What follows belongs to an exercise in optimizing a design on an open flow for small area and a short achievable clock period; a production flow would make more cautious choices. Where RTL was checked, it was by simulation tests only, not by an equivalence proof against the original. No activity file was given, so power comes from the tool's default toggle rates.

Design color_tracker, start of the top module:
module color_tracker(
	input			clk,
	input			rst_n,
	input			vsync,
	input			de,
	input	[15:0]	rgb,
	output			mask_valid,
	output			mask,
	output	[10:0]	x_coor,
	output	[9:0]	y_coor,
	output			coor_valid
);
Size in the first run: ~570 cells after synthesis, roughly 44 I/O pins, about 7600 sq um of cells after synthesis.
==> flow/config.mk <==
export PLATFORM = sky130hd
export DESIGN_NAME = color_tracker
export DESIGN_NICKNAME = color_tracker
export VERILOG_FILES = /design/flow/design.v
export SDC_FILE = /design/flow/constraint.sdc
export NUM_CORES = 4
export LEC_CHECK = 0
export CAP_MARGIN = 20
export CORE_MARGIN = 2
export CORE_UTILIZATION = 40
export CTS_BUF_LIST = sky130_fd_sc_hd__clkbuf_8
export CTS_CLUSTER_SIZE = 20
export SLEW_MARGIN = 20
==> flow/constraint.sdc <==
create_clock -name core_clock -period 95.0 [get_ports {clk}]
set_input_delay 19.0000 -clock core_clock [delete_from_list [all_inputs] [get_ports {clk}]]
set_output_delay 19.0000 -clock core_clock [all_outputs]
set_load 0.01 [all_outputs]
standard.sh (not shown) runs the stock make flow with config.mk's settings and CLKGATE_MAP_FILE= SYNTH_SCRIPT=/design/flow/synth_recipe.tcl, a recipe that flattens the netlist after the stock synthesis.
==> flow/flow/run.sh <==
#!/bin/bash
# Standard layout, with the port buffers made from the smallest buffer cell.
set -euo pipefail
bash standard.sh "BUFFER_PORTS_ARGS=-buffer_cell sky130_fd_sc_hd__buf_1" finish > flow.log 2>&1
The first run finished with timing, DRC and antenna clean.
Change:
- CTS_BUF_LIST: sky130_fd_sc_hd__clkbuf_8 -> sky130_fd_sc_hd__clkbuf_4 sky130_fd_sc_hd__clkbuf_8
- CTS_CLUSTER_SIZE: 20 -> default
After rerunning: The changed run passed the timing, DRC and antenna checks. Power does not change. Flip-flop and latch count does not change. Fmax is unchanged. Worst setup slack is unchanged. First-iteration DRC count is unchanged. Via count does not change.
No run of this note included a check of the RTL's function; only the layout flow was run.

Setup of job 5094:
The RTL this note starts from:
==> flow/design.v <==
module color_identify(
	input	[15:0]	img_data,
	output			hit
);
function rge;	 
	input [12:0] a, k;
	integer j; reg g;
	begin
		g = 1'b1;
		for (j = 0; j < 13; j = j + 1)
			g = k[j] ? (a[j] & g) : (a[j] | g);
		rge = g;
	end
endfunction
wire [7:0] R = {img_data[15:11], img_data[13:11]};
wire [7:0] G = {img_data[10:5],  img_data[6:5]};
wire [7:0] B = {img_data[4:0],   img_data[2:0]};
wire [7:0] Gn = ~G, Rn = ~R;
genvar i;
wire [8:0] cx, cy; wire [8:0] dx, dy;
assign dx[0] = ~(B[0] ^ Gn[0]);	assign cx[1] = B[0] | Gn[0];
assign dy[0] = ~(G[0] ^ Rn[0]);	assign cy[1] = G[0] | Rn[0];
generate for (i = 1; i < 8; i = i + 1) begin : g_xy
	fa_c fx (.a(B[i]), .b(Gn[i]), .ci(cx[i]), .s(dx[i]), .co(cx[i+1]));
	fa_c fy (.a(G[i]), .b(Rn[i]), .ci(cy[i]), .s(dy[i]), .co(cy[i+1]));
end endgenerate
assign dx[8] = cx[8]; assign dy[8] = cy[8];
wire        inr = dx[8] & ~dx[7] & dy[8] & ~dy[7];
wire [6:0]  x = dx[6:0], y = dy[6:0];
wire [8:0] u1; wire [8:0] cu1;
assign u1[0] = x[0];
ha_c hu1 (.a(x[1]), .b(x[0]), .s(u1[1]), .co(cu1[2]));
generate for (i = 2; i < 7; i = i + 1) begin : g_u1
	fa_c f (.a(x[i]), .b(x[i-1]), .ci(cu1[i]), .s(u1[i]), .co(cu1[i+1]));
end endgenerate
ha_c hu7 (.a(x[6]), .b(cu1[7]), .s(u1[7]), .co(u1[8]));
wire [9:0] u; wire [9:0] cu;
ha_c hu0 (.a(u1[0]), .b(y[0]), .s(u[0]), .co(cu[1]));
generate for (i = 1; i < 7; i = i + 1) begin : g_u
	fa_c f (.a(u1[i]), .b(y[i]), .ci(cu[i]), .s(u[i]), .co(cu[i+1]));
end endgenerate
ha_c hu8 (.a(u1[7]), .b(cu[7]), .s(u[7]), .co(cu[8]));
ha_c hu9 (.a(u1[8]), .b(cu[8]), .s(u[8]), .co(u[9]));
wire [9:0] w1; wire [9:0] cw1;
assign w1[0] = 1'b0; assign w1[1] = y[0];
ha_c hw2 (.a(y[1]), .b(y[0]), .s(w1[2]), .co(cw1[3]));
generate for (i = 3; i < 8; i = i + 1) begin : g_w1
	fa_c f (.a(y[i-1]), .b(y[i-2]), .ci(cw1[i]), .s(w1[i]), .co(cw1[i+1]));
end endgenerate
ha_c hw8 (.a(y[6]), .b(cw1[8]), .s(w1[8]), .co(w1[9]));
wire [10:0] w; wire [10:0] cw;
assign w[0] = x[0];
ha_c hwa (.a(w1[1]), .b(x[1]), .s(w[1]), .co(cw[2]));
generate for (i = 2; i < 7; i = i + 1) begin : g_w
	fa_c f (.a(w1[i]), .b(x[i]), .ci(cw[i]), .s(w[i]), .co(cw[i+1]));
end endgenerate
ha_c hw7 (.a(w1[7]), .b(cw[7]), .s(w[7]), .co(cw[8]));
ha_c hw9 (.a(w1[8]), .b(cw[8]), .s(w[8]), .co(cw[9]));
ha_c hwb (.a(w1[9]), .b(cw[9]), .s(w[9]), .co(w[10]));
assign hit = inr & rge({3'd0,u}, 13'd132) & ~rge({3'd0,u}, 13'd318) & rge({2'd0,w}, 13'd193) & ~rge({2'd0,w}, 13'd577);
endmodule
module fa_c(input a, input b, input ci, output s, output co);
assign {co, s} = a + b + ci;
endmodule
module ha_c(input a, input b, output s, output co);
assign {co, s} = a + b;
endmodule
module position(
	input				clk,
	input				rst_n,
	input				vs,		 
	input				mv,		 
	input				mv_prev,	 
	input				hit,	 
	output	reg	[10:0]	x_coor,
	output	reg	[9:0]	y_coor,
	output	reg			coor_valid
);
reg  [10:0] col;	 
reg  [9:0]  line;	 
reg         run;	 
reg  [15:0] n;		 
reg  [52:0] z;		 
genvar i;
wire        col_inc = mv | ~col[6];
wire [11:0] col_c;
wire [10:0] col_s;
assign col_c[0] = col_inc;
generate for (i = 0; i < 11; i = i + 1) begin : g_col
	assign {col_c[i+1], col_s[i]} = col[i] + col_c[i];
end endgenerate
wire        line_end = mv_prev & ~mv;	 
wire [10:0] line_c;
wire [9:0]  line_s;
assign line_c[0] = line_end;
generate for (i = 0; i < 10; i = i + 1) begin : g_line
	assign {line_c[i+1], line_s[i]} = line[i] + line_c[i];
end endgenerate
wire [16:0] n_c;
wire [15:0] n_s;
assign n_c[0] = hit;
generate for (i = 0; i < 16; i = i + 1) begin : g_n
	assign {n_c[i+1], n_s[i]} = n[i] + n_c[i];
end endgenerate
wire [26:0] ax = {16'd0, col & {11{hit}}};
wire [25:0] ay = {16'd0, line & {10{hit}}};
wire [27:0] sx_c;
wire [26:0] sx;
wire [26:0] sy_c;
wire [25:0] sy;
assign sx_c[0] = 1'b0;
assign sy_c[0] = hit & (|col[10:1]);
generate for (i = 0; i < 27; i = i + 1) begin : g_sx
	assign {sx_c[i+1], sx[i]} = z[26+i] + ax[i] + sx_c[i];
end endgenerate
generate for (i = 0; i < 26; i = i + 1) begin : g_sy
	assign {sy_c[i+1], sy[i]} = z[i] + ay[i] + sy_c[i];
end endgenerate
wire [16:0] p = z[52:36];
wire [16:0] nb = ~{1'b0, n};
wire [17:0] dc;		 
wire [16:0] diff;
assign dc[0] = 1'b1;
generate for (i = 0; i < 17; i = i + 1) begin : g_div
	assign {dc[i+1], diff[i]} = p[i] + nb[i] + dc[i];
end endgenerate
wire        xstep = ~col[6] & ~col[5] & ~col[4] & (~col[3] | (~col[2] & ~(col[1] & col[0])));	 
wire        ystep = ~col[6] & ((~col[5] & col[4] & col[3] & (col[2] | (col[1] & col[0])))	 
				| (col[5] & ~col[4] & ~col[3] & (~col[2] | (~col[1] & ~col[0]))));			 
wire        step  = xstep | ystep;
wire        q     = step & dc[17];
wire [15:0] top   = q ? diff[15:0] : p[15:0];
wire        valid = (|n[15:12]) | (&n[11:7] & (n[6] | n[5]));	 
always @(posedge clk) begin
	col <= (mv | vs) ? col_s : 11'd0;
	line <= (vs | ~run) ? 10'd0 : line_s;
	n <= ((vs & col[6]) | ~run) ? 16'd0 : n_s;
end
always @(posedge clk or negedge rst_n) begin
	if (!rst_n) begin
		run <= 1'b0;
		z <= 53'd0;
		x_coor <= 11'd0;
		y_coor <= 10'd0;
		coor_valid <= 1'b0;
	end else begin
		run <= 1'b1;
		z <= vs ? {top, z[35:0], 1'b0} : {sx, sy};
		if (vs & ~col[6])
			coor_valid <= valid;
		if (vs & valid & step)
			{x_coor, y_coor} <= {x_coor[9:0], y_coor, q};
	end
end
endmodule
module color_tracker(
	input			clk,
	input			rst_n,
	input			vsync,
	input			de,
	input	[15:0]	rgb,
	output			mask_valid,
	output			mask,
	output	[10:0]	x_coor,
	output	[9:0]	y_coor,
	output			coor_valid
);
reg  [15:0] rgb_r;
reg  de_r, mv, hit_o, vs;
wire hit_c;
color_identify color_identify (
	.img_data	(rgb_r),
	.hit		(hit_c)
);
always @(posedge clk) begin
	rgb_r <= rgb;
end
always @(posedge clk or negedge rst_n) begin
	if (!rst_n) begin
		de_r <= 1'b0;
		mv   <= 1'b0;
		hit_o <= 1'b0;
		vs   <= 1'b0;
	end else begin
		de_r <= de;
		mv   <= de_r;
		hit_o <= hit_c;		 
		vs   <= vsync;
	end
end
position position (
	.clk		(clk),
	.rst_n		(rst_n),
	.vs			(vs),
	.mv			(de_r),
	.mv_prev	(mv),
	.hit		(de_r & hit_c),
	.x_coor		(x_coor),
	.y_coor		(y_coor),
	.coor_valid	(coor_valid)
);
assign mask_valid = mv;
assign mask       = hit_o;
endmodule
==> flow/config.mk <==
export PLATFORM = sky130hd
export DESIGN_NAME = color_tracker
export DESIGN_NICKNAME = color_tracker
export VERILOG_FILES = /design/flow/design.v
export SDC_FILE = /design/flow/constraint.sdc
export NUM_CORES = 4
export LEC_CHECK = 0
export CAP_MARGIN = 20
export CORE_MARGIN = 2
export CORE_UTILIZATION = 70
export PLACE_DENSITY = 0.8
export SLEW_MARGIN = 20
export SYNTH_HIERARCHICAL = 1
export SYNTH_MINIMUM_KEEP_SIZE = 0
==> flow/constraint.sdc <==
create_clock -name core_clock -period 95.0 [get_ports {clk}]
set_input_delay 19.0000 -clock core_clock [delete_from_list [all_inputs] [get_ports {clk}]]
set_output_delay 19.0000 -clock core_clock [all_outputs]
set_load 0.01 [all_outputs]
==> flow/flow/run.sh <==
#!/bin/bash
# Standard layout, with the port buffers made from the smallest buffer cell
# and a clock tree without dummy balancing loads.
set -euo pipefail
bash standard.sh "BUFFER_PORTS_ARGS=-buffer_cell sky130_fd_sc_hd__buf_1" \
	"CTS_ARGS=-repair_clock_nets -dont_use_dummy_load -buf_list sky130_fd_sc_hd__clkbuf_4" \
	finish > flow.log 2>&1
Relative to job 5094, the following input files were edited for job 3258:
- CORE_UTILIZATION: 70 -> 40
- PLACE_DENSITY: 0.8 -> unset
==> flow/flow/run.sh <==
#!/bin/bash
# Standard layout, with the port buffers made from the smallest buffer cell
# and a clock tree without dummy balancing loads.
set -euo pipefail
bash standard.sh "BUFFER_PORTS_ARGS=-buffer_cell sky130_fd_sc_hd__buf_1" \
	"CTS_ARGS=-sink_clustering_enable -repair_clock_nets -dont_use_dummy_load -buf_list sky130_fd_sc_hd__clkbuf_8" \
	finish > flow.log 2>&1
Findings:
Taking job 5094 as the reference, in job 3258 combinational group share of total power lost 2.1 points; core utilization went down by 32 points; via count went down 47. Job 3258 completed every stage of the flow, and the final layout passed the timing, DRC and antenna checks. Changes observed in job 3258 relative to job 5094: number of well taps higher; sum of internal, switching and leakage power higher; aggregate routed wire length higher; total standard cell area after synthesis roughly the same.
Input changes introduced in job 6719 (baseline for comparison: job 3258):
- CORE_UTILIZATION changed from 40 to 70
- PLACE_DENSITY newly set to 0.8
==> flow/flow/run.sh <==
#!/bin/bash
# Standard layout, with the port buffers made from the smallest buffer cell
# and a clock tree without dummy balancing loads.
set -euo pipefail
bash standard.sh "BUFFER_PORTS_ARGS=-buffer_cell sky130_fd_sc_hd__buf_1" \
	"CTS_ARGS=-sink_clustering_enable -repair_clock_nets -dont_use_dummy_load -buf_list sky130_fd_sc_hd__clkbuf_4" \
	finish > flow.log 2>&1
--- outcome ---
Taking job 6719 as 1.0, job 3258 lands at 2.4 on total of fill cells in the finished design. Relative to job 3258, the total met2 wirelength after detailed routing of job 6719 is lower by 1.3%. | total power | job 6719 vs job 3258 | better |. When the final numbers for job 6719 and job 3258 were put side by side, the global-route met3 utilization turned out to be smaller in job 3258. Job 3258 -> job 6719: share of the cycle needed by the critical path after routing flat. Job 3258 → job 6719: fraction of the core area covered by cells at the end of the flow moved up, fmax now sits lower, post-route cell area dropped about 2.5%, shortest clock period the worst path allows after layout picked up an extra 0.082 ns. Looking at total via count after detailed routing, job 6719 sits about 1.2% above job 3258. The run with more routed wire is job 3258, not job 6719.
Input-level comparison between job 1655 and job 6719:
- GPL_TIMING_DRIVEN: unset -> 0
- GPL_ROUTABILITY_DRIVEN: unset -> 0
Notes after the runs:
For non-clock buffer count, dividing the value from job 1655 by the value from job 6719 gives 1.3. Job 1655 ends up with a global routing usage on met1 that is 6.0 points higher than in job 6719. For the global-route usage, job 1655 came in 4.0 points higher than job 6719 did. Of job 6719 and job 1655, the higher half-perimeter wire length after placement belongs to job 1655. Clock skew: job 6719 vs job 1655, no meaningful difference. Status: clock-pin slew of the registers on the worst-case setup and hold paths parity (job 6719, job 1655). Power: lower on job 6719. Looking at number of cells on the worst reg-to-reg path, job 1655 sits 2 below job 6719.

separate check: timing with driven ports:
Ports are ideal in the flow. The routed layouts listed here were re-timed in OpenROAD.
Step 1: set_driving_cell puts a clkbuf_16 on clk and a buf_2 on each other input, an assumption about the parent block.
Step 2 times the ports against the registers' clock, not the clock port: input delays grow and output delays shrink by t, the midpoint of the rising clock arrivals with the driver on.
Three values: no drivers, after step 1, after step 2; two values: the first two.
run | shift t [ns] | setup WS [ns] | hold slack, ns
the first run of note 1 | 0.474 | 74.965 / 74.930 / 74.639 | 0.451 / 0.451 / 0.451
the second run of note 1 | 0.474 | 74.965 / 74.930 / 74.639 | 0.451 / 0.451 / 0.451
job 5094 | 0.542 | 74.928 / 74.891 / 75.388 | 0.497 / 0.497 / 0.497
job 3258 | 0.468 | 75.010 / 74.972 / 75.295 | 0.486 / 0.486 / 0.486
job 6719 | 0.542 | 74.928 / 74.891 / 75.388 | 0.497 / 0.497 / 0.497
job 1655 | 0.559 | 74.890 / 74.854 / 75.133 | 0.503 / 0.503 / 0.503
After both steps every run listed still meets setup and hold. The worst setup slack also covers recovery checks on asynchronous resets.
